Source: an optimization exercise on an open RTL-to-GDS flow (aim: small area and a short achievable clock period). Production flows keep margins and buffers that such runs may drop. The RTL was checked by simulation tests, not by an equivalence proof against the original design.

## flow/design.v (module list and top-level ports; edited modules follow where they fit)
// module VAR_LZC: 137 lines
// module fma: 86 lines
// module fma_s0: 900 lines
// module fma_s1: 1302 lines
// module fma_s2: 40 lines
module fma #(
    parameter       WORDWIDTH = 32,
    parameter       EXPONENTWIDTH = 8,
    parameter       MANTISSAWIDTH = 23
)(
    input wire                   clk_I,
    input wire                   rst_n_I,
    input wire [WORDWIDTH-1:0]   operand_a_I,
    input wire [WORDWIDTH-1:0]   operand_b_I,
    input wire [WORDWIDTH-1:0]   operand_c_I,
    input wire [2:0]             rnd_mode,
    input                        gate,
    output wire [WORDWIDTH-1:0]  result_O,
    output wire                  flag_overflow_O,
    output wire                  flag_underflow_O,
    output wire                  done_valid_O
);
  // ...
==> flow/flow/run.sh <==
#!/bin/bash
set -euo pipefail
MARGIN=$(cat flow/margin.txt)
bash standard.sh SETUP_SLACK_MARGIN="$MARGIN" \
  BUFFER_PORTS_ARGS="-buffer_cell sky130_fd_sc_hd__buf_2" finish > standard_flow.log 2>&1
==> flow/flow/margin.txt <==
13
==> flow/standard.sh <==
#!/bin/bash
# synth_recipe.tcl (not shown) runs the flow's synth.tcl, then flattens the netlist and writes it again
# the make line also repeats each setting of config.mk as NAME=value (left out here)
make -C /OpenROAD-flow-scripts/flow DESIGN_CONFIG=/design/flow/config.mk WORK_HOME=/design/flow/orfs CLKGATE_MAP_FILE= SYNTH_SCRIPT=/design/flow/synth_recipe.tcl "${@:-finish}"
==> flow/config.mk <==
export PLATFORM = sky130hd
export DESIGN_NAME = fma
export DESIGN_NICKNAME = fma
export VERILOG_FILES = /design/flow/design.v
export SDC_FILE = /design/flow/constraint.sdc
export NUM_CORES = 4
export LEC_CHECK = 0
export ABC_AREA = 1
export CAP_MARGIN = 20
export CORE_MARGIN = 2
export CORE_UTILIZATION = 40
export SLEW_MARGIN = 20
==> flow/constraint.sdc <==
create_clock -name core_clock -period 22.0 [get_ports {clk_I}]
set_input_delay 4.4000 -clock core_clock [delete_from_list [all_inputs] [get_ports {clk_I}]]
set_output_delay 4.4000 -clock core_clock [all_outputs]
set_load 0.01 [all_outputs]
==> results.py, run 1 <==
metrics = {
    "timing": {
        "fmaxAchievable_mhz": 112,
        "clock_skew_ps": 28.0,
        "maxSlewHeadroom_pct": 24.2,
    },
    "logic_synthesis": {
        "synthFlopType": "dfxtp_1",
        "synth-adder-area-share_pct": 23.3,
        "synth_mux_area_share_pct": 0.288,
        "synth-xor-area-share_pct": 9.49,
        "synth_area_leaders": "fa_1 (17%), nand2_1 (12%), dfxtp_1 (9.9%)",
        "syn_avg_cell_area_sq_um": 6.68,
    },
    "critical_path": {
        "crit_required_ps": 22490,
        "r2r_end": "r2_rs$_DFFE_PN0P_",
        "cpMaxStageDelayCell": "fa_2",
    },
    "finish": {
        "n_all_buffers": 298,
        "dominant_cells": "multi-input combinational cells",
        "final_common_cell": "nand2_1",
    },
    "cts": {
        "cts_resized": 85,
        "hold_buffers": 0,
    },
    "flow_run": {
        "maxCapViolCount": 0,
    },
    "drt": {
        "wl_met1_um": 73700,
        "top_layer_used": "met5",
    },
    "status": {
        "status": "no timing/DRC/antenna violations",
    },
    "die": {
        "dieArea_sq_mm": 0.108,
        "die_w_um": 329,
    },
    "placed_design": {
        "gp_congestion": 1.05,
    },
}
==> module fma, before the edit <==
module fma #(
    parameter       WORDWIDTH = 32,
    parameter       EXPONENTWIDTH = 8,
    parameter       MANTISSAWIDTH = 23
)(
    input wire                   clk_I,
    input wire                   rst_n_I,
    input wire [WORDWIDTH-1:0]   operand_a_I,
    input wire [WORDWIDTH-1:0]   operand_b_I,
    input wire [WORDWIDTH-1:0]   operand_c_I,
    input wire [2:0]             rnd_mode,
    input                        gate,
    output wire [WORDWIDTH-1:0]  result_O,
    output wire                  flag_overflow_O,
    output wire                  flag_underflow_O,
    output wire                  done_valid_O
);
wire [46:0] pp_s_nc;
reg  [46:0] r1_s_nc;
wire [48:0] pp_t_nc;
reg  [48:0] r1_t_nc;
wire [76:0] q_hi;
wire        st_align, eff_sub, sgn_p, sgn_c, nan_any;
wire [9:0]  sw_raw, ep;
wire [7:0]  ec1;
fma_s0 u_s0 (
  .operand_a_I(operand_a_I), .operand_b_I(operand_b_I), .operand_c_I(operand_c_I),
  .pp_s_nc(pp_s_nc), .pp_t_nc(pp_t_nc),
  .q_hi(q_hi), .st_align(st_align), .eff_sub(eff_sub),
  .sgn_p(sgn_p), .sgn_c(sgn_c), .nan_any(nan_any), .sw_raw(sw_raw), .ep(ep), .ec1(ec1)
);
reg [76:0] r1_q;
reg        r1_st, r1_eff_sub, r1_sgn_p, r1_sgn_c, r1_nan;
reg [9:0]  r1_sw, r1_ep;
reg [7:0]  r1_ec1;
reg [2:0]  r1_rnd;
reg        r1_valid, r1_rst;
always @(posedge clk_I) begin
  r1_s_nc <= pp_s_nc; r1_t_nc <= pp_t_nc; r1_q <= q_hi;
  r1_st <= st_align; r1_eff_sub <= eff_sub; r1_sgn_p <= sgn_p; r1_sgn_c <= sgn_c;
  r1_nan <= nan_any; r1_sw <= sw_raw; r1_ep <= ep; r1_ec1 <= ec1;
  r1_rnd <= rnd_mode;
end
always @(posedge clk_I or negedge rst_n_I) begin
  if (~rst_n_I) begin
    r1_valid <= 1'b0;
    r1_rst   <= 1'b1;
  end else begin
    r1_valid <= ~gate;
    r1_rst   <= 1'b0;
  end
end
wire [30:0] em_i;
wire [2:0]  ab_i;
wire        rs_i, ovf_i, sgn_r;
fma_s1 u_s1 (
  .r1_s_nc(r1_s_nc), .r1_t_nc(r1_t_nc), .r1_q(r1_q),
  .r1_st(r1_st), .r1_eff_sub(r1_eff_sub), .r1_sgn_p(r1_sgn_p), .r1_sgn_c(r1_sgn_c),
  .r1_sw(r1_sw), .r1_ep(r1_ep), .r1_ec1(r1_ec1), .r1_rnd(r1_rnd),
  .em_i(em_i), .ab_i(ab_i), .rs_i(rs_i), .ovf_i(ovf_i), .sgn_r(sgn_r)
);
reg [30:0] r2_em;
reg [2:0]  r2_ab;    
reg        r2_rs, r2_ovf, r2_sgn, r2_zero, r2_valid;
always @(posedge clk_I or negedge rst_n_I) begin
  if (~rst_n_I) begin
    r2_em <= {8'd1, 23'd0}; r2_ab <= 3'd0; r2_rs <= 1'b0; r2_ovf <= 1'b0;
    r2_sgn <= 1'b0; r2_zero <= 1'b1;
  end else if (r1_rst) begin
    r2_em <= 31'd0; r2_ab <= 3'd0; r2_rs <= 1'b0; r2_ovf <= 1'b0;
    r2_sgn <= 1'b0; r2_zero <= 1'b0;
  end else if (r1_valid) begin
    r2_em <= em_i; r2_ab <= ab_i; r2_rs <= rs_i; r2_ovf <= ovf_i;
    r2_sgn <= sgn_r; r2_zero <= r1_nan;
  end
end
always @(posedge clk_I or negedge rst_n_I) begin
  if (~rst_n_I) r2_valid <= 1'b0;
  else          r2_valid <= r1_valid;
end
fma_s2 u_s2 (
  .r2_em(r2_em), .r2_ab(r2_ab), .r2_rs(r2_rs), .r2_ovf(r2_ovf), .r2_sgn(r2_sgn), .r2_zero(r2_zero),
  .result_O(result_O), .flag_overflow_O(flag_overflow_O), .flag_underflow_O(flag_underflow_O)
);
assign done_valid_O = r2_valid;
endmodule
==> module fma_s2, before the edit <==
module fma_s2 (
    input wire [30:0] r2_em,
    input wire [2:0]  r2_ab,
    input wire        r2_rs,
    input wire        r2_ovf,
    input wire        r2_sgn,
    input wire        r2_zero,
    output wire [31:0] result_O,
    output wire        flag_overflow_O,
    output wire        flag_underflow_O
);
wire [30:0] ones;
genvar gk;
generate for (gk = 0; gk < 31; gk = gk + 1) begin : g_ones
  if (gk == 0)
    assign ones[gk] = 1'b1;
  else if (gk < 8)
    assign ones[gk] = &r2_em[gk-1:0];
  else if (gk == 8)
    assign ones[gk] = r2_ab[0];
  else if (gk < 16)
    assign ones[gk] = r2_ab[0] & (&r2_em[gk-1:8]);
  else if (gk == 16)
    assign ones[gk] = r2_ab[0] & r2_ab[1];
  else if (gk < 23)
    assign ones[gk] = r2_ab[0] & r2_ab[1] & (&r2_em[gk-1:16]);
  else if (gk == 23)
    assign ones[gk] = &r2_ab;
  else
    assign ones[gk] = (&r2_ab) & (&r2_em[gk-1:23]);
end endgenerate
wire [30:0] em_o  = r2_em ^ (ones & {31{r2_rs}});
wire [7:0]  ex    = r2_em[30:23];
wire        cy_e  = r2_rs & ones[23];
wire        unf_o = cy_e ? (&ex) : ~|ex;
wire        ovf_o = cy_e ? (ex == 8'd254) : (&ex);
assign result_O         = (r2_zero | unf_o) ? 32'b0 : {r2_sgn, em_o};
assign flag_overflow_O  = r2_ovf | ovf_o;
assign flag_underflow_O = unf_o;
endmodule
==> inputs of run 2 (changes only) <==
--- a/flow/design.v
+++ b/flow/design.v
@@ -154,87 +154,94 @@
     output wire                  flag_underflow_O,
     output wire                  done_valid_O
 );
 wire [46:0] pp_s_nc;
 reg  [46:0] r1_s_nc;
 wire [48:0] pp_t_nc;
 reg  [48:0] r1_t_nc;
 wire [76:0] q_hi;
+wire        sw_lo;
 wire        st_align, eff_sub, sgn_p, sgn_c, nan_any;
 wire [9:0]  sw_raw, ep;
 wire [7:0]  ec1;
 fma_s0 u_s0 (
   .operand_a_I(operand_a_I), .operand_b_I(operand_b_I), .operand_c_I(operand_c_I),
   .pp_s_nc(pp_s_nc), .pp_t_nc(pp_t_nc),
-  .q_hi(q_hi), .st_align(st_align), .eff_sub(eff_sub),
+  .q_hi(q_hi), .sw_lo(sw_lo), .st_align(st_align), .eff_sub(eff_sub),
   .sgn_p(sgn_p), .sgn_c(sgn_c), .nan_any(nan_any), .sw_raw(sw_raw), .ep(ep), .ec1(ec1)
 );
 reg [76:0] r1_q;
+reg        r1_sw_lo;
 reg        r1_st, r1_eff_sub, r1_sgn_p, r1_sgn_c, r1_nan;
 reg [9:0]  r1_sw, r1_ep;
 reg [7:0]  r1_ec1;
 reg [2:0]  r1_rnd;
 reg        r1_valid, r1_rst;
 always @(posedge clk_I) begin
-  r1_s_nc <= pp_s_nc; r1_t_nc <= pp_t_nc; r1_q <= q_hi;
+  r1_s_nc <= pp_s_nc; r1_t_nc <= pp_t_nc; r1_q <= q_hi; r1_sw_lo <= sw_lo;
   r1_st <= st_align; r1_eff_sub <= eff_sub; r1_sgn_p <= sgn_p; r1_sgn_c <= sgn_c;
   r1_nan <= nan_any; r1_sw <= sw_raw; r1_ep <= ep; r1_ec1 <= ec1;
   r1_rnd <= rnd_mode;
 end
 always @(posedge clk_I or negedge rst_n_I) begin
   if (~rst_n_I) begin
     r1_valid <= 1'b0;
     r1_rst   <= 1'b1;
   end else begin
     r1_valid <= ~gate;
     r1_rst   <= 1'b0;
   end
 end
 wire [30:0] em_i;
+wire [1:0]  e_hi;
 wire [2:0]  ab_i;
-wire        rs_i, ovf_i, sgn_r;
+wire        rb_i, st_i, sgn_r;
 fma_s1 u_s1 (
-  .r1_s_nc(r1_s_nc), .r1_t_nc(r1_t_nc), .r1_q(r1_q),
+  .r1_s_nc(r1_s_nc), .r1_t_nc(r1_t_nc), .r1_q(r1_q), .r1_sw_lo(r1_sw_lo),
   .r1_st(r1_st), .r1_eff_sub(r1_eff_sub), .r1_sgn_p(r1_sgn_p), .r1_sgn_c(r1_sgn_c),
-  .r1_sw(r1_sw), .r1_ep(r1_ep), .r1_ec1(r1_ec1), .r1_rnd(r1_rnd),
-  .em_i(em_i), .ab_i(ab_i), .rs_i(rs_i), .ovf_i(ovf_i), .sgn_r(sgn_r)
+  .r1_sw(r1_sw), .r1_ep(r1_ep), .r1_ec1(r1_ec1),
+  .em_i(em_i), .e_hi(e_hi), .ab_i(ab_i), .rb_i(rb_i), .st_i(st_i), .sgn_r(sgn_r)
 );
 reg [30:0] r2_em;
+reg [1:0]  r2_e_hi;
 reg [2:0]  r2_ab;    
-reg        r2_rs, r2_ovf, r2_sgn, r2_zero, r2_valid;
+reg [2:0]  r2_rnd;
+reg        r2_rb, r2_st, r2_sgn, r2_zero, r2_valid;
 always @(posedge clk_I or negedge rst_n_I) begin
   if (~rst_n_I) begin
-    r2_em <= {8'd1, 23'd0}; r2_ab <= 3'd0; r2_rs <= 1'b0; r2_ovf <= 1'b0;
-    r2_sgn <= 1'b0; r2_zero <= 1'b1;
+    r2_em <= {8'd1, 23'd0}; r2_e_hi <= 2'd0; r2_ab <= 3'd0; r2_rb <= 1'b0; r2_st <= 1'b0;
+    r2_rnd <= 3'd0; r2_sgn <= 1'b0; r2_zero <= 1'b1;
   end else if (r1_rst) begin
-    r2_em <= 31'd0; r2_ab <= 3'd0; r2_rs <= 1'b0; r2_ovf <= 1'b0;
-    r2_sgn <= 1'b0; r2_zero <= 1'b0;
+    r2_em <= 31'd0; r2_e_hi <= 2'd0; r2_ab <= 3'd0; r2_rb <= 1'b0; r2_st <= 1'b0;
+    r2_rnd <= 3'd0; r2_sgn <= 1'b0; r2_zero <= 1'b0;
   end else if (r1_valid) begin
-    r2_em <= em_i; r2_ab <= ab_i; r2_rs <= rs_i; r2_ovf <= ovf_i;
-    r2_sgn <= sgn_r; r2_zero <= r1_nan;
+    r2_em <= em_i; r2_e_hi <= e_hi; r2_ab <= ab_i; r2_rb <= rb_i; r2_st <= st_i;
+    r2_rnd <= r1_rnd; r2_sgn <= sgn_r; r2_zero <= r1_nan;
   end
 end
 always @(posedge clk_I or negedge rst_n_I) begin
   if (~rst_n_I) r2_valid <= 1'b0;
   else          r2_valid <= r1_valid;
 end
 fma_s2 u_s2 (
-  .r2_em(r2_em), .r2_ab(r2_ab), .r2_rs(r2_rs), .r2_ovf(r2_ovf), .r2_sgn(r2_sgn), .r2_zero(r2_zero),
+  .r2_em(r2_em), .r2_e_hi(r2_e_hi), .r2_ab(r2_ab), .r2_rb(r2_rb), .r2_st(r2_st), .r2_rnd(r2_rnd),
+  .r2_sgn(r2_sgn), .r2_zero(r2_zero),
   .result_O(result_O), .flag_overflow_O(flag_overflow_O), .flag_underflow_O(flag_underflow_O)
 );
 assign done_valid_O = r2_valid;
 endmodule
 module fma_s0 (
     input wire [31:0] operand_a_I,
     input wire [31:0] operand_b_I,
     input wire [31:0] operand_c_I,
     output wire [46:0] pp_s_nc,
     output wire [48:0] pp_t_nc,
     output wire [76:0] q_hi,
+    output wire        sw_lo,
     output wire        st_align,
     output wire        eff_sub,
     output wire        sgn_p,
     output wire        sgn_c,
     output wire        nan_any,
     output wire [9:0]  sw_raw,
     output wire [9:0]  ep,
     output wire [7:0]  ec1
@@ -286,18 +293,19 @@
 wire [23:0] lost_mask;
 genvar gk;
 generate for (gk = 0; gk < 24; gk = gk + 1) begin : g_lost
   assign lost_mask[gk] = sw_f > $signed(10'd52 + gk);
 end endgenerate
 assign st_align = ~zero_ab & |(sig_c & lost_mask);
 wire [24:0]  c_op  = eff_sub ? (~{1'b0, sig_c} + 25'd1) : {1'b0, sig_c};
 wire [6:0]   sw_c  = sh_none ? 7'd0 : (sw_f[6:0] | {7{sh_big}});
-wire [100:0] c_sh  = $signed({c_op, 76'b0}) >>> sw_c;
+wire [100:0] c_sh  = $signed({c_op, 76'b0}) >>> {sw_c[6:1], 1'b0};
 assign q_hi = c_sh[100:24];
+assign sw_lo = sw_c[0];
 wire [77:0] pp_s, pp_t;
   wire [26:0] m_bx = {2'b00, sig_b, 1'b0};
   wire [12:0] m_one, m_two, m_neg;
   wire [25:0] m_ax = {1'b0, sig_a, 1'b0};
   genvar m_gi;
   generate for (m_gi = 0; m_gi < 13; m_gi = m_gi + 1) begin : m_g_enc
     wire m_b_hi = m_bx[2*m_gi+2], m_b_md = m_bx[2*m_gi+1], m_b_lo = m_bx[2*m_gi];
     assign m_one[m_gi] = m_b_md ^ m_b_lo;
@@ -1122,50 +1130,47 @@
   assign pp_t[77] = 1'b0;
 assign pp_s_nc = {pp_s[49], pp_s[48], pp_s[47], pp_s[46], pp_s[45], pp_s[44], pp_s[43], pp_s[42], pp_s[41], pp_s[40], pp_s[39], pp_s[38], pp_s[37], pp_s[36], pp_s[35], pp_s[34], pp_s[33], pp_s[32], pp_s[31], pp_s[30], pp_s[29], pp_s[28], pp_s[27], pp_s[26], pp_s[25], pp_s[24], pp_s[23], pp_s[22], pp_s[21], pp_s[20], pp_s[19], pp_s[18], pp_s[17], pp_s[16], pp_s[15], pp_s[14], pp_s[13], pp_s[12], pp_s[11], pp_s[10], pp_s[9], pp_s[8], pp_s[7], pp_s[6], pp_s[5], pp_s[4], pp_s[3]};
 assign pp_t_nc = {pp_t[50], pp_t[49], pp_t[48], pp_t[47], pp_t[46], pp_t[45], pp_t[44], pp_t[43], pp_t[42], pp_t[41], pp_t[40], pp_t[39], pp_t[38], pp_t[37], pp_t[36], pp_t[35], pp_t[34], pp_t[33], pp_t[32], pp_t[31], pp_t[30], pp_t[29], pp_t[28], pp_t[27], pp_t[26], pp_t[25], pp_t[24], pp_t[23], pp_t[22], pp_t[21], pp_t[20], pp_t[19], pp_t[18], pp_t[17], pp_t[16], pp_t[15], pp_t[14], pp_t[13], pp_t[12], pp_t[11], pp_t[10], pp_t[9], pp_t[8], pp_t[7], pp_t[6], pp_t[5], pp_t[4], pp_t[3], pp_t[2]};
 endmodule
 module fma_s1 (
     input wire [46:0] r1_s_nc,
     input wire [48:0] r1_t_nc,
     input wire [76:0]  r1_q,
+    input wire         r1_sw_lo,
     input wire         r1_st,
     input wire         r1_eff_sub,
     input wire         r1_sgn_p,
     input wire         r1_sgn_c,
     input wire [9:0]   r1_sw,
     input wire [9:0]   r1_ep,
     input wire [7:0]   r1_ec1,
-    input wire [2:0]   r1_rnd,
     output wire [30:0] em_i,
+    output wire [1:0]  e_hi,
     output wire [2:0]  ab_i,
-    output reg         rs_i,
-    output wire        ovf_i,
+    output wire        rb_i,
+    output wire        st_i,
     output wire        sgn_r
 );
-localparam RNE = 3'd0;
-localparam RTZ = 3'd1;
-localparam RD  = 3'd2;
-localparam RU  = 3'd3;
-localparam RNM = 3'd4;
 genvar gk;
 wire [77:0] r1_s = {1'b1, 1'b1, 1'b1, 1'b1, 1'b1, 1'b1, 1'b1, 1'b1, 1'b1, 1'b1, 1'b1, 1'b1, 1'b1, 1'b1, 1'b1, 1'b1, 1'b1, 1'b1, 1'b1, 1'b1, 1'b1, 1'b1, 1'b1, 1'b1, 1'b1, 1'b1, 1'b1, 1'b1, r1_s_nc[46], r1_s_nc[45], r1_s_nc[44], r1_s_nc[43], r1_s_nc[42], r1_s_nc[41], r1_s_nc[40], r1_s_nc[39], r1_s_nc[38], r1_s_nc[37], r1_s_nc[36], r1_s_nc[35], r1_s_nc[34], r1_s_nc[33], r1_s_nc[32], r1_s_nc[31], r1_s_nc[30], r1_s_nc[29], r1_s_nc[28], r1_s_nc[27], r1_s_nc[26], r1_s_nc[25], r1_s_nc[24], r1_s_nc[23], r1_s_nc[22], r1_s_nc[21], r1_s_nc[20], r1_s_nc[19], r1_s_nc[18], r1_s_nc[17], r1_s_nc[16], r1_s_nc[15], r1_s_nc[14], r1_s_nc[13], r1_s_nc[12], r1_s_nc[11], r1_s_nc[10], r1_s_nc[9], r1_s_nc[8], r1_s_nc[7], r1_s_nc[6], r1_s_nc[5], r1_s_nc[4], r1_s_nc[3], r1_s_nc[2], r1_s_nc[1], r1_s_nc[0], 1'b1, 1'b1, 1'b1};
 wire [77:0] r1_t = {1'b0, 1'b0, 1'b0, 1'b0, 1'b0, 1'b0, 1'b0, 1'b0, 1'b0, 1'b0, 1'b0, 1'b0, 1'b0, 1'b0, 1'b0, 1'b0, 1'b0, 1'b0, 1'b0, 1'b0, 1'b0, 1'b0, 1'b0, 1'b0, 1'b0, 1'b0, 1'b0, r1_t_nc[48], r1_t_nc[47], r1_t_nc[46], r1_t_nc[45], r1_t_nc[44], r1_t_nc[43], r1_t_nc[42], r1_t_nc[41], r1_t_nc[40], r1_t_nc[39], r1_t_nc[38], r1_t_nc[37], r1_t_nc[36], r1_t_nc[35], r1_t_nc[34], r1_t_nc[33], r1_t_nc[32], r1_t_nc[31], r1_t_nc[30], r1_t_nc[29], r1_t_nc[28], r1_t_nc[27], r1_t_nc[26], r1_t_nc[25], r1_t_nc[24], r1_t_nc[23], r1_t_nc[22], r1_t_nc[21], r1_t_nc[20], r1_t_nc[19], r1_t_nc[18], r1_t_nc[17], r1_t_nc[16], r1_t_nc[15], r1_t_nc[14], r1_t_nc[13], r1_t_nc[12], r1_t_nc[11], r1_t_nc[10], r1_t_nc[9], r1_t_nc[8], r1_t_nc[7], r1_t_nc[6], r1_t_nc[5], r1_t_nc[4], r1_t_nc[3], r1_t_nc[2], r1_t_nc[1], r1_t_nc[0], 1'b0, 1'b0};
 wire signed [9:0] sw1 = r1_sw;
 wire signed [9:0] ep1 = r1_ep;
 wire        cond_a  = (sw1 >= 10'sd27) | (r1_eff_sub & (sw1 >= 10'sd25));
 wire        sh_none1 = sw1 < 10'sd1;
 wire [9:0]  e_alt   = cond_a ? r1_ep : {2'b0, r1_ec1};
 wire [6:0]  sh_alt  = cond_a ? (7'd53 - r1_sw[6:0]) : (sh_none1 ? 7'd0 : r1_sw[6:0]);
 wire [50:0] lim_mask;
 genvar gm;
 generate for (gm = 0; gm < 51; gm = gm + 1) begin : g_lim
   assign lim_mask[gm] = ep1 >= $signed(10'd49 - gm);
 end endgenerate
-wire [77:0] q_add = {r1_q[76], r1_q};
+wire [76:0] q_sh  = r1_sw_lo ? {r1_q[76], r1_q[76:1]} : r1_q;
+wire [77:0] q_add = {q_sh[76], q_sh};
 wire [77:0] csa_u = r1_s ^ r1_t ^ q_add;
 wire [77:0] csa_v = {(r1_s[76:0] & r1_t[76:0]) | (r1_s[76:0] & q_add[76:0]) | (r1_t[76:0] & q_add[76:0]), 1'b0};
 wire [77:0] x_m1, x_0;
   wire [77:0] a_g = csa_u & csa_v;
   wire [77:0] a_p = csa_u ^ csa_v;
   wire a_G1 = a_g[1] | (a_p[1] & a_g[0]);
   wire a_P1 = a_p[1] & a_p[0];
   wire a_G2 = a_g[3] | (a_p[3] & a_g[2]);
@@ -1816,20 +1821,24 @@
   assign x_0[75] = a_p[75] ^ (a_G247 | a_P247);
   assign x_m1[76] = a_p[76] ^ a_G209;
   assign x_0[76] = a_p[76] ^ (a_G209 | a_P209);
   assign x_m1[77] = a_p[77] ^ a_G248;
   assign x_0[77] = a_p[77] ^ (a_G248 | a_P248);
 wire        neg  = r1_eff_sub & x_0[77];
 wire [75:0] sum  = neg ? ~x_m1[75:0] : x_0[75:0];
 assign sgn_r = neg ? r1_sgn_c : r1_sgn_p;
-wire [5:0]  lzc;
-wire        no_one;
-VAR_LZC #(.C_WIDTH(51), .C_LEADONE_WIDTH(6)) u_lzc (.data_I(sum[50:0]), .leading_one_O(lzc), .no_one_O(no_one));
-wire        lz_ok = cond_a & |(sum[50:0] & lim_mask);
+wire [5:0]  lzc_p, lzc_n;
+wire        no_one_p, no_one_n;
+VAR_LZC #(.C_WIDTH(51), .C_LEADONE_WIDTH(6)) u_lzc_p (.data_I(x_0[50:0]), .leading_one_O(lzc_p), .no_one_O(no_one_p));
+VAR_LZC #(.C_WIDTH(51), .C_LEADONE_WIDTH(6)) u_lzc_n (.data_I(~x_m1[50:0]), .leading_one_O(lzc_n), .no_one_O(no_one_n));
+wire [5:0]  lzc  = neg ? lzc_n : lzc_p;
+wire        ok_p = |(x_0[50:0] & lim_mask);
+wire        ok_n = |(~x_m1[50:0] & lim_mask);
+wire        lz_ok = cond_a & (neg ? ok_n : ok_p);
 wire [75:0] sum_rev;
 generate for (gk = 0; gk < 76; gk = gk + 1) begin : g_rev
   assign sum_rev[gk] = x_0[75 - gk];
 end endgenerate
 wire [6:0]  tz;
 wire        sum_zero;
   wire z_z0_0 = ~(sum_rev[75] | sum_rev[74]);
   wire z_c0_0 = ~sum_rev[75];
@@ -2400,68 +2409,77 @@
 wire [24:0] sig_n = top2 ? win[26:2] : top1 ? win[25:1] : top0 ? win[24:0] : 25'd0;
 wire        st_n  = ~sum_zero & ((top2 & (tzsh <= 8'd51)) | (top1 & (tzsh <= 8'd50)) | (top0 & (tzsh <= 8'd49)));
 wire        sticky = st_n | r1_st;
 wire [9:0]  e_b   = cond_a ? 10'd0 : r1_ec1;
 wire [9:0]  ep2   = r1_ep + 10'd2;
 wire [9:0]  e_lz  = ep2 - {4'b0, lzc};
 wire [9:0]  e_p1  = e_b + 10'd1;
 wire [9:0]  e_m1  = e_b - 10'd1;
-wire        ov_lz = $signed(e_lz) >= 10'sd255;
-wire        ov_p1 = $signed(e_p1) >= 10'sd255;
-wire        ov_0  = $signed(e_b)  >= 10'sd255;
-wire        ov_m1 = $signed(e_m1) >= 10'sd255;
 wire [9:0]  e_nn  = lz_ok ? e_lz : top2 ? e_p1 : top1 ? e_b : top0 ? e_m1 : 10'd0;
-assign ovf_i = lz_ok ? ov_lz : top2 ? ov_p1 : top1 ? ov_0 : top0 ? ov_m1 : 1'b0;
-assign em_i  = ovf_i ? {8'd254, 23'd0} : {e_nn[7:0], sig_n[23:1]};
-wire        rb_i  = ovf_i | sig_n[0];
-wire        sb_i  = ovf_i | sticky;
-always @(*) begin
-  case (r1_rnd)
-    RNE:     rs_i = rb_i & (sb_i | sig_n[1]);
-    RD:      rs_i = (rb_i | sb_i) & sgn_r;
-    RU:      rs_i = (rb_i | sb_i) & ~sgn_r;
-    RNM:     rs_i = rb_i;
-    default: rs_i = 1'b0;
-  endcase
-end
-assign ab_i  = {&em_i[22:16], &em_i[15:8], &em_i[7:0]};
+assign e_hi   = e_nn[9:8];
+assign em_i   = {e_nn[7:0], sig_n[23:1]};
+assign rb_i   = sig_n[0];
+assign st_i   = sticky;
+assign ab_i   = {&em_i[22:16], &em_i[15:8], &em_i[7:0]};
 endmodule
 module fma_s2 (
     input wire [30:0] r2_em,
+    input wire [1:0]  r2_e_hi,
     input wire [2:0]  r2_ab,
-    input wire        r2_rs,
-    input wire        r2_ovf,
+    input wire        r2_rb,
+    input wire        r2_st,
+    input wire [2:0]  r2_rnd,
     input wire        r2_sgn,
     input wire        r2_zero,
     output wire [31:0] result_O,
     output wire        flag_overflow_O,
     output wire        flag_underflow_O
 );
+localparam RNE = 3'd0;
+localparam RTZ = 3'd1;
+localparam RD  = 3'd2;
+localparam RU  = 3'd3;
+localparam RNM = 3'd4;
+wire        ovf_i = ~r2_e_hi[1] & (r2_e_hi[0] | (&r2_em[30:23]));
+wire [30:0] em    = ovf_i ? {8'd254, 23'd0} : r2_em;
+wire [2:0]  ab    = ovf_i ? 3'd0 : r2_ab;
+wire        rb    = ovf_i | r2_rb;
+wire        sb    = ovf_i | r2_st;
+reg         rs;
+always @(*) begin
+  case (r2_rnd)
+    RNE:     rs = rb & (sb | r2_em[0]);
+    RD:      rs = (rb | sb) & r2_sgn;
+    RU:      rs = (rb | sb) & ~r2_sgn;
+    RNM:     rs = rb;
+    default: rs = 1'b0;
+  endcase
+end
 wire [30:0] ones;
 genvar gk;
 generate for (gk = 0; gk < 31; gk = gk + 1) begin : g_ones
   if (gk == 0)
     assign ones[gk] = 1'b1;
   else if (gk < 8)
-    assign ones[gk] = &r2_em[gk-1:0];
+    assign ones[gk] = &em[gk-1:0];
   else if (gk == 8)
-    assign ones[gk] = r2_ab[0];
+    assign ones[gk] = ab[0];
   else if (gk < 16)
-    assign ones[gk] = r2_ab[0] & (&r2_em[gk-1:8]);
+    assign ones[gk] = ab[0] & (&em[gk-1:8]);
   else if (gk == 16)
-    assign ones[gk] = r2_ab[0] & r2_ab[1];
+    assign ones[gk] = ab[0] & ab[1];
   else if (gk < 23)
-    assign ones[gk] = r2_ab[0] & r2_ab[1] & (&r2_em[gk-1:16]);
+    assign ones[gk] = ab[0] & ab[1] & (&em[gk-1:16]);
   else if (gk == 23)
-    assign ones[gk] = &r2_ab;
+    assign ones[gk] = &ab;
   else
-    assign ones[gk] = (&r2_ab) & (&r2_em[gk-1:23]);
+    assign ones[gk] = (&ab) & (&em[gk-1:23]);
 end endgenerate
-wire [30:0] em_o  = r2_em ^ (ones & {31{r2_rs}});
-wire [7:0]  ex    = r2_em[30:23];
-wire        cy_e  = r2_rs & ones[23];
+wire [30:0] em_o  = em ^ (ones & {31{rs}});
+wire [7:0]  ex    = em[30:23];
+wire        cy_e  = rs & ones[23];
 wire        unf_o = cy_e ? (&ex) : ~|ex;
 wire        ovf_o = cy_e ? (ex == 8'd254) : (&ex);
 assign result_O         = (r2_zero | unf_o) ? 32'b0 : {r2_sgn, em_o};
-assign flag_overflow_O  = r2_ovf | ovf_o;
+assign flag_overflow_O  = ovf_i | ovf_o;
 assign flag_underflow_O = unf_o;
 endmodule
==> results.py, run 2 <==
metrics = {
    "status": {
        "status": "no timing/DRC/antenna violations",
    },
    "cts": {
        "clk-insertion-delay-late_ps": 620,
        "cts_sinks": 256,
        "htreeDepth": 1,
        "clk_pin_slew_ps": 60,
        "cts_tree": "built",
        "hold_buffers": 0,
        "clk_path_buf_depth": 3,
        "cts-buffers-inserted": 31,
        "root_buffer": "clkbuf_16",
    },
    "logic_synthesis": {
        "synthSimpleGateAreaFrac_pct": 29.8,
        "async_reset_ff_share_pct": 18.0,
        "synthCells": 6750,
        "ys_seq_elements": 256,
        "yosysTopAreaCell": "fa_1",
        "synth-edff-count": 0,
        "synth_mux_area_share_pct": 0.368,
        "synth_most_common_cell": "nand2_1",
        "yosysTopAreaCellShare_pct": 16.2,
        "synth_common_cells": "nand2_1 (1583), inv_1 (996), nand3_1 (571)",
        "synth_area_leaders": "fa_1 (16%), nand2_1 (14%), dfxtp_1 (9.6%)",
        "synth_top_family_by_area": "simple AND/OR/NAND/NOR gates",
        "synthFlopType": "dfxtp_1",
        "synth.distinct_cells": 70,
        "syn-num-nets": 7423,
        "synth_seq_area_share_pct": 12.3,
        "syn_avg_cell_area_sq_um": 6.46,
        "synth-xor-area-share_pct": 7.72,
        "synth_compound_area_share_pct": 15.0,
        "syn-cell-area_sq_mm": 0.0436,
        "yosysWarnings": 3,
        "synth-adder-area-share_pct": 22.5,
    },
    "timing": {
        "maxSlewHeadroom_pct": 17.8,
        "fmaxAchievable_mhz": 112,
        "setup_viol": 0,
        "drv_slew": 0,
        "fin_tns_setup_ps": 0,
        "grt_setup_unrepaired": "true",
        "post-route-min-period_ps": 8900,
        "tightest_slew_ps": 1220,
        "fin_crit_sh_pct": 40.5,
        "clock_skew_ps": 15.4,
        "hold_violations": 0,
    },
    "global_routing": {
        "grt_pass1_vias": 44500,
        "grt_use_total_pct": 35.9,
        "grt_pass1_wl_um": 298000,
        "grt_max_degree": 148,
        "overflow": 0,
        "antenna_found_initial": 5,
    },
    "critical_path": {
        "crit_fanout": 23,
        "r2r_start": "r1_sw_lo$_SDFF_PN0_",
        "crit_family": "compound AO/OA/AOI/OAI gates",
        "crit_buf_inv": 12,
        "cpMaxStageDelayCell": "fa_2",
        "critical_path_class": "in -> reg",
        "crit_required_ps": 22550,
        "cp-end-kind": "flop",
        "cp_slowest_stage_delay_ps": 400,
        "start_kind": "primary input",
        "startpoint": "operand_a_I[24]",
        "cp.arrival_ps": 9450,
    },
    "finish": {
        "final_common_cell": "nand2_1",
        "largest_reg_flops": 77,
        "syn_to_final_growth_pct": 14.2,
        "largestRegisters": "r1_q (77), r1_t_nc (49), r1_s_nc (47)",
        "nets": 7470,
        "num-fill-cells": 11400,
        "layout-drive-gt1-share_pct": 13.2,
        "final_cell_mix": "nand2_1 (1508), inv_1 (972), nand3_1 (550)",
        "regMostFlops": "r1_q",
    },
    "drt": {
        "first_pass_iters": 7,
        "wl_per_cell_um": 25.5,
        "detail-route-antenna-nets": 0,
        "drt-total-wl_um": 210000,
        "remaining_drc_errors": 0,
        "first_iter_violations": 5324,
        "vias_per_cell": 5.83,
        "dr_total_vias": 48000,
    },
    "die": {
        "rows": 121,
        "start_util_pct": 40.2,
        "die_w_um": 334,
        "core-area_sq_mm": 0.108,
        "die_height_um": 334,
        "dieArea_sq_mm": 0.112,
        "ios": 137,
    },
    "hold_path": {
        "hp-class": "reg -> reg",
        "min_from": "r1_valid$_DFF_PN0_",
    },
    "placed_design": {
        "gp_congestion": 1.08,
        "hpwl_um": 165000,
        "port_buffers": 136,
    },
    "flow_run": {
        "maxCapViolCount": 0,
    },
}
==> run 2: path summary, 6_finish.rpt <==
kind                                         end  slack (ps)  cells past startpoint
setup / recovery                r1_q[48]$_DFF_P_       13100                     38
hold / removal                r2_valid$_DFF_PN0_         410                      0
setup reg to reg               r2_st$_DFFE_PN0P_       13340                     47
hold reg to reg               r2_valid$_DFF_PN0_         410                      0
max in group asynchronous     r2_sgn$_DFFE_PN0P_       17800                      1
min in group asynchronous  r2_em[15]$_DFFE_PN0P_        3780                      1
==> run 2: final cells by class <==
class	instances	area (sq um)	share of cell area [%]
multi-input combinational	5117	34600	69.6
inverter	1071	4140	8.32
timing repair inverter	6	46.3	0.0931
tap	1414	1770	3.56
sequential	256	5360	10.8
timing repair buffer	314	2730	5.49
clock inverter	20	254	0.511
antenna	1	2.50	0.00503
clock buffer	38	843	1.70
==> run 2: through the flow <==
step / cell area, sq um / utilization [%] / cells / hold slack, ps / worst slack, ps
final: 49700 / 45.9 / 8237 / 411 / 13100
after global routing: 49700 / 45.9 / 8236 / 420 / 12840
after CTS: 47500 / 43.8 / 8171 / 413 / 12970
after detailed placement: 45400 / 41.9 / 8073 / 399 / 10670
after global placement: 45400 / 41.9 / 8072 / 390 / 10660
after floorplan: 43600 / - / 6750 / 375 / 13000
==> run 2: cell families after synthesis <==
group / Yosys count
AND/OR/NAND/NOR: 3012
buffers and inverters: 1380
AO/OA/AOI/OAI: 1130
adder cells (fa/ha/maj): 571
XOR/XNOR: 384
flip-flops: 256
multiplexers: 16
other: 1
==> run 2: what timing repair did <==
action / 4_1_cts / 5_1_grt
pin swaps: 19 / 83
gates cloned: 9 / 19
gates resized for setup: 195 / 447
setup buffers: 31 / 45
endpoints found under the setup margin: 115 / 120
==> run 2: routing by layer <==
layer  up-vias  global-route usage, %  part of all wire (%)
met5         -                      0                 0.022
met4         6                   19.3                   7.2
met3       607                   4.98                   8.7
met2      2682                   58.3                    45
met1     22800                   46.0                    39
li1      21900                      -                     -
==> inputs of run 3 (changes only) <==
==> flow/flow/margin.txt (replaced) <==
13.5
==> results.py, run 3 <==
metrics = {
    "logic_synthesis": {
        "synth.distinct_cells": 70,
        "syn-cell-area_sq_mm": 0.0436,
        "yosysWarnings": 3,
        "synth-edff-count": 0,
        "synth_common_cells": "nand2_1 (1583), inv_1 (996), nand3_1 (571)",
        "synth_most_common_cell": "nand2_1",
        "ys_seq_elements": 256,
        "syn-num-nets": 7423,
        "synthCells": 6750,
        "yosysTopAreaCell": "fa_1",
        "synth_seq_area_share_pct": 12.3,
        "synthFlopType": "dfxtp_1",
        "synth_area_leaders": "fa_1 (16%), nand2_1 (14%), dfxtp_1 (9.6%)",
        "async_reset_ff_share_pct": 18.0,
        "syn_avg_cell_area_sq_um": 6.46,
        "yosysTopAreaCellShare_pct": 16.2,
    },
    "global_routing": {
        "antenna_found_initial": 5,
        "grt_use_total_pct": 35.3,
        "grt_pass1_vias": 44500,
        "grt_max_degree": 148,
        "grt_pass1_wl_um": 295000,
        "overflow": 0,
    },
    "placed_design": {
        "port_buffers": 136,
        "gp_congestion": 1.06,
        "hpwl_um": 160000,
        "dp_slack_ps": 10990,
    },
    "timing": {
        "fmaxAchievable_mhz": 113,
        "fin_tns_setup_ps": 0,
        "fin_crit_sh_pct": 40.1,
        "setup_viol": 0,
        "hold_violations": 0,
        "maxSlewHeadroom_pct": 16.3,
        "grt_setup_unrepaired": "true",
        "setup_slack_ps": 13180,
        "tightest_slew_ps": 1240,
        "post-route-min-period_ps": 8820,
        "drv_slew": 0,
        "clock_skew_ps": 64.7,
    },
    "cts": {
        "clk_pin_slew_ps": 60,
        "htreeDepth": 1,
        "clk-insertion-delay-late_ps": 650,
        "cts_tree": "built",
        "cts_sinks": 256,
        "cts-buffers-inserted": 31,
        "root_buffer": "clkbuf_16",
        "hold_buffers": 0,
        "clk_path_buf_depth": 3,
    },
    "finish": {
        "postLayoutCoreUtil_pct": 47.7,
        "largest_reg_flops": 77,
        "syn_to_final_growth_pct": 18.6,
        "regMostFlops": "r1_q",
        "layout-drive-gt1-share_pct": 16.8,
        "nets": 7560,
        "final_cell_mix": "nand2_1 (1476), inv_1 (946), nand3_1 (534)",
        "largestRegisters": "r1_q (77), r1_t_nc (49), r1_s_nc (47)",
        "final_common_cell": "nand2_1",
    },
    "die": {
        "die_w_um": 334,
        "die_height_um": 334,
        "start_util_pct": 40.2,
        "rows": 121,
        "dieArea_sq_mm": 0.112,
        "core-area_sq_mm": 0.108,
        "ios": 137,
    },
    "critical_path": {
        "r2r_slack_ps": 13710,
        "crit_fanout": 7,
        "start_kind": "primary input",
        "critical_path_class": "in -> reg",
        "cp.arrival_ps": 9330,
        "crit_required_ps": 22510,
        "cp-end-kind": "flop",
        "cp_slowest_stage_delay_ps": 430,
        "cpMaxStageDelayCell": "fa_2",
    },
    "status": {
        "status": "no timing/DRC/antenna violations",
    },
    "drt": {
        "top_layer_used": "met5",
        "first_iter_violations": 5651,
        "vias_per_cell": 5.82,
        "wl_met1_um": 82100,
        "met2_length_um": 93200,
        "first_pass_iters": 6,
        "drt-total-wl_um": 209000,
        "detail-route-antenna-nets": 0,
        "wl_per_cell_um": 25.1,
        "remaining_drc_errors": 0,
        "wl_met3_um": 19400,
        "dr_total_vias": 48500,
    },
    "flow_run": {
        "maxCapViolCount": 0,
    },
    "hold_path": {
        "hp-class": "reg -> reg",
    },
}
==> run 3: per-stage QoR <==
stage	area, sq um	std cells	hold WS, ps
floorplan	43800	6750	375
global placement	45500	8073	394
detailed placement	45500	8073	395
CTS	48700	8211	408
global route	51700	8325	427
finish	51700	8328	409
==> run 3: area by class of cell <==
| cell class | instances | area (sq um) |
|---|---|---|
| Multi-Input combinational cell | 5121 | 35600 |
| Clock buffer | 44 | 928 |
| Tap cell | 1414 | 1770 |
| Clock inverter | 13 | 135 |
| Timing Repair Buffer | 398 | 3590 |
| Sequential cell | 256 | 5360 |
| Fill cell | 11200 | 56700 |
| Antenna cell | 3 | 7.51 |
| Inverter | 1071 | 4210 |
| Timing Repair inverter | 8 | 75.1 |
==> run 3: path summary, 6_finish.rpt <==
kind,from,end,cells past startpoint
worst max-delay path,operand_c_I[29],r1_q[44]$_DFF_P_,38
worst min-delay path,r1_valid$_DFF_PN0_,r2_valid$_DFF_PN0_,0
worst max register to register,r1_sw_lo$_SDFF_PN0_,r2_st$_DFFE_PN0P_,49
worst min register to register,r1_valid$_DFF_PN0_,r2_valid$_DFF_PN0_,0
max in group asynchronous,rst_n_I,r2_e_hi[0]$_DFFE_PN0P_,1
min in group asynchronous,rst_n_I,r2_rb$_DFFE_PN0P_,1
==> run 3: cell families after synthesis <==
group / count (synthesis) / synth area share, %
compound gates: 1130 / 15.0
xor+xnor: 384 / 7.72
fa+ha+maj: 571 / 22.5
buf+inv: 1380 / 12.3
flops: 256 / 12.3
mux: 16 / 0.368
other cells: 1 / 0.00861
simple gates: 3012 / 29.8
==> run 3: layer usage <==
metal | vias up | global-route usage, %
met1 | 23100 | 45.4
li1 | 22100 | -
met4 | 4 | 17.5
met3 | 610 | 5.75
met2 | 2693 | 57.3
met5 | - | 0
==> run 3: critical path: cells and delay by family <==
family                   cells  cell delay [ps]
adder cells (fa/ha/maj)      4             1180
XOR/XNOR                     1              140
AO/OA/AOI/OAI                9             1170
AND/OR/NAND/NOR             13             1180
buffers and inverters       11             1220
==> run 3: repair_timing <==
action	CTS	global route
cloned	16	25
setup buffers	65	87
pin swaps	79	121
resized for setup	388	428
endpoints found under the setup margin	148	165

[static timing again, ports no longer ideal]
The flow's constraints put no driver on any port. The routed layouts listed below were extracted and timed again, unchanged, in two steps.
Step 1 (the two cells are an assumption about what drives the block):
set clk [get_ports {clk_I}]
set_driving_cell -lib_cell sky130_fd_sc_hd__clkbuf_16 $clk
set_driving_cell -lib_cell sky130_fd_sc_hd__buf_2 [delete_from_list [all_inputs] $clk]
Step 2 adds t to the input delays and takes it off the output delays; t is the mean of the earliest and latest rising clock arrival at the registers after step 1. Input paths then give back, and output paths get back, about the clock's delay inside the block.
Three values: ideal ports, drivers, drivers and shift; two values: the first two.
| run | t, ns | setup WS [ns] | worst setup path after step 2 | clock arrival spread, ns | worst register clock-pin slew, ns |
|---|---|---|---|---|---|
| run 1 | 0.655 | 13.101 / 13.132 / 12.477 | input to register | 0.037 / 0.037 | 0.07 / 0.07 |
| run 2 | 0.683 | 13.096 / 13.136 / 12.452 | input to register | 0.017 / 0.017 | 0.07 / 0.07 |
| run 3 | 0.696 | 13.179 / 13.206 / 12.510 | input to register | 0.065 / 0.066 | 0.10 / 0.10 |
After both steps setup and hold are still met in every run listed. For run 3, which loses most, drivers alone change the setup slack by +0.027 ns; drivers and shift together by -0.669 ns.
